Source: an optimization exercise on an open RTL-to-GDS flow (aim: small area, a short achievable clock period and few clock cycles per item). Production flows keep margins and buffers that such runs may drop.
In this exercise RTL edits were held to simulation tests only and were not proved equivalent to the original.

// sigmoid_unit
module sigmoid_unit (
    input  wire               clk,
    input  wire               rst,
    input  wire               in_valid,
    input  wire signed [15:0] net_in,
    output wire               out_valid,
    output wire signed [31:0] f_net,
    output wire signed [31:0] x,
    output wire signed [31:0] y,
    output wire signed [31:0] z
);
==> flow/config.mk <==
export PLATFORM = sky130hd
export DESIGN_NAME = sigmoid_unit
export DESIGN_NICKNAME = sigmoid_unit
export VERILOG_FILES = /design/flow/design.v
export SDC_FILE = /design/flow/constraint.sdc
export NUM_CORES = 4
export LEC_CHECK = 0
export ABC_AREA = 1
export CAP_MARGIN = 20
export CORE_MARGIN = 2
export CORE_UTILIZATION = 40
export SLEW_MARGIN = 20
==> flow/constraint.sdc <==
create_clock -name core_clock -period 62.0 [get_ports {clk}]
set_input_delay 12.4000 -clock core_clock [delete_from_list [all_inputs] [get_ports {clk}]]
set_output_delay 12.4000 -clock core_clock [all_outputs]
set_load 0.01 [all_outputs]
standard.sh (not shown) runs the stock make flow with config.mk's settings and CLKGATE_MAP_FILE= SYNTH_SCRIPT=/design/flow/synth_recipe.tcl, a recipe that flattens the netlist after the stock synthesis.
==> flow/flow/run.sh <==
#!/bin/bash
set -euo pipefail
export BUFFER_PORTS_ARGS="-buffer_cell sky130_fd_sc_hd__buf_1"
# one tie cell drives all constant outputs
export SKIP_REPAIR_TIE_FANOUT=1
# stronger flip-flops where one drives several output buffers
export POST_GLOBAL_PLACE_TCL=$PWD/flow/upsize_out_ff.tcl UPSIZE_FF4_MIN=4 UPSIZE_FF2_MIN=2
bash standard.sh > standard.log 2>&1
==> flow/flow/upsize_out_ff.tcl <==
# Give the flip-flops that drive several output-port buffers (the copies of
# the sign bits, and the z bits that also drive f_net) a stronger drive.
set block [ord::get_db_block]
set n_up 0
foreach inst [$block getInsts] {
  if {[[$inst getMaster] getName] ne "sky130_fd_sc_hd__dfxtp_1"} { continue }
  set q [$inst findITerm Q]
  set net [$q getNet]
  if {$net eq "NULL"} { continue }
  set nout 0
  foreach it [$net getITerms] {
    if {[string match "output*" [[$it getInst] getName]]} { incr nout }
  }
  if {$nout >= $::env(UPSIZE_FF4_MIN)} {
    replace_cell [$inst getName] sky130_fd_sc_hd__dfxtp_4
    incr n_up
  } elseif {$nout >= $::env(UPSIZE_FF2_MIN)} {
    replace_cell [$inst getName] sky130_fd_sc_hd__dfxtp_2
    incr n_up
  }
}
puts "upsize_out_ff: resized $n_up flip-flops"
Testbench counts at the start, summed over its fixed seeds: cycles 16,024, items 16,000.
Change:
--- a/flow/design.v
+++ b/flow/design.v
@@ -3,26 +3,29 @@
     input  wire               rst,
     input  wire               in_valid,
     input  wire signed [15:0] net_in,
     output wire               out_valid,
     output wire signed [31:0] f_net,
     output wire signed [31:0] x,
     output wire signed [31:0] y,
     output wire signed [31:0] z
 );
-reg [15:0] net_q;
+reg [14:0] nx_q;
+reg        s_q;
 reg        v0;
 always @(posedge clk) begin
-    net_q <= net_in;
+    nx_q  <= net_in[14:0] ^ {15{net_in[15]}};
+    s_q   <= net_in[15];
     v0    <= in_valid & ~rst;
 end
-wire        s0 = net_q[15];
-wire [15:0] d0 = ((net_q ^ {16{s0}}) + {15'd0, s0} + 16'd1000);
+wire        s0 = s_q;
+wire [15:0] nx0 = {1'b0, nx_q};
+wire [15:0] d0 = (nx0 + {15'd0, s0} + 16'd1000);
 wire [10:0] tk9 = ~11'd1953;    
 wire [10:0] df9;
 wire        ge9;
 pfxi_row_h3_r11_11_11 row9 (.t(tk9), .d(d0[10:0]), .hz(~|d0[15:11]), .ge(ge9), .r(df9));
 wire [10:0] tr9 = df9;
 wire [11:0] tk8 = {tr9, 1'b1};
 wire [11:0] df8;
 wire        ge8;
 pfxi_row_h3_r12_12_12 row8 (.t(tk8), .d(d0[11:0]), .hz(~|d0[15:12]), .ge(ge8), .r(df8));
@@ -561,38 +564,37 @@
 assign xx[14] = xx_p[15] ^ xx_g13_14;
 assign xx[15] = xx_p[16] ^ xx_g14_15;
 assign xx[16] = xx_p[17] ^ xx_g15_16;
 assign xx[17] = xx_p[18] ^ xx_g16_17;
 assign xx[18] = xx_p[19] ^ xx_g17_18;
 assign xx[19] = xx_p[20] ^ xx_g18_19;
 assign xx[20] = xx_p[21] ^ xx_g19_20;
 assign xx[21] = xx_p[22] ^ xx_g20_21;
 reg        vo;
-reg [2:0] xs;
+reg [1:0] xs;
 reg [3:0] ys;
 reg [21:0] xr;
 reg [9:0]  yr;
 reg [9:0]  zr;
 always @(posedge clk) begin
     vo <= v1 & ~rst;
     xs[0] <= s1;
     xs[1] <= s1 & (d1 != 16'd1000);
-    xs[2] <= nn[15];
     ys[0] <= yneg0;
     ys[1] <= yneg1;
     ys[2] <= yneg2;
     ys[3] <= yneg3;
     xr <= xx;
     yr <= yv;
     zr <= zv;
 end
 assign out_valid = vo;
-assign x     = {xs[0], xs[0], xs[0], xs[1], xs[1], xs[2], xs[2], xr, 3'b000};
+assign x     = {xs[0], xs[0], xs[0], xs[0], xs[1], xs[1], xs[1], xr, 3'b000};
 assign y     = {ys[0], ys[0], ys[0], ys[0], ys[0], ys[0], ys[1], ys[1], ys[1], ys[1], ys[1], ys[2], ys[2], ys[2], ys[2], ys[2], ys[2], ys[3], ys[3], ys[3], ys[3], ys[3], yr};
 assign z     = {21'd0, zr, yr[0]};
 assign f_net = {22'd0, zr};
 endmodule
 module pfxi_row_h3_r11_11_11 (
     input  wire [10:0] t,
     input  wire [10:0] d,
     input  wire        hz,
     output wire        ge,
Result: The new run finished clean; via count rises by 2.7%; cell area falls by 0.56%; fmax hardly moves; wire length falls by 2.2%; setup slack is better by 7.7 ps; count of clock-buffer cells in the layout rises by 2; critical path depth does not change; area after synthesis barely changes; final cell count rises by 2.3%; global-route usage falls by 0.28 points.
Testbench counts after the change, summed over its fixed seeds: cycles 16,024, items 16,000.

==> static timing again, ports no longer ideal <==
In the flow no input, the clock included, has a driving cell. The finished layouts below were timed again as built, in two steps.
Step 1 (the two cells are an assumption about what drives the block):
set clk [get_ports {clk}]
set_driving_cell -lib_cell sky130_fd_sc_hd__clkbuf_16 $clk
set_driving_cell -lib_cell sky130_fd_sc_hd__buf_2 [delete_from_list [all_inputs] $clk]
Step 2 adds t to the input delays and takes it off the output delays; t is the mean of the earliest and latest rising clock arrival at the registers after step 1. Input paths then give back, and output paths get back, about the clock's delay inside the block.
Three values: ideal, step 1, step 2; two values: the first two.
| run | t (ns) | slack for setup (ns) | worst hold slack (ns) | worst setup path at the end | latest minus earliest clock arrival (ns) |
|---|---|---|---|---|---|
| the first run | 0.404 | 48.716 / 48.669 / 49.073 | 0.406 / 0.406 / 0.406 | register to output | 0.018 / 0.018 |
| the second run | 0.398 | 48.723 / 48.678 / 48.531 | 0.367 / 0.367 / 0.367 | input to register | 0.018 / 0.017 |
After both steps setup and hold are still met in every run listed. The setup slack of the second run, which loses most, moves by -0.045 ns with the drivers and by -0.192 ns with both steps.
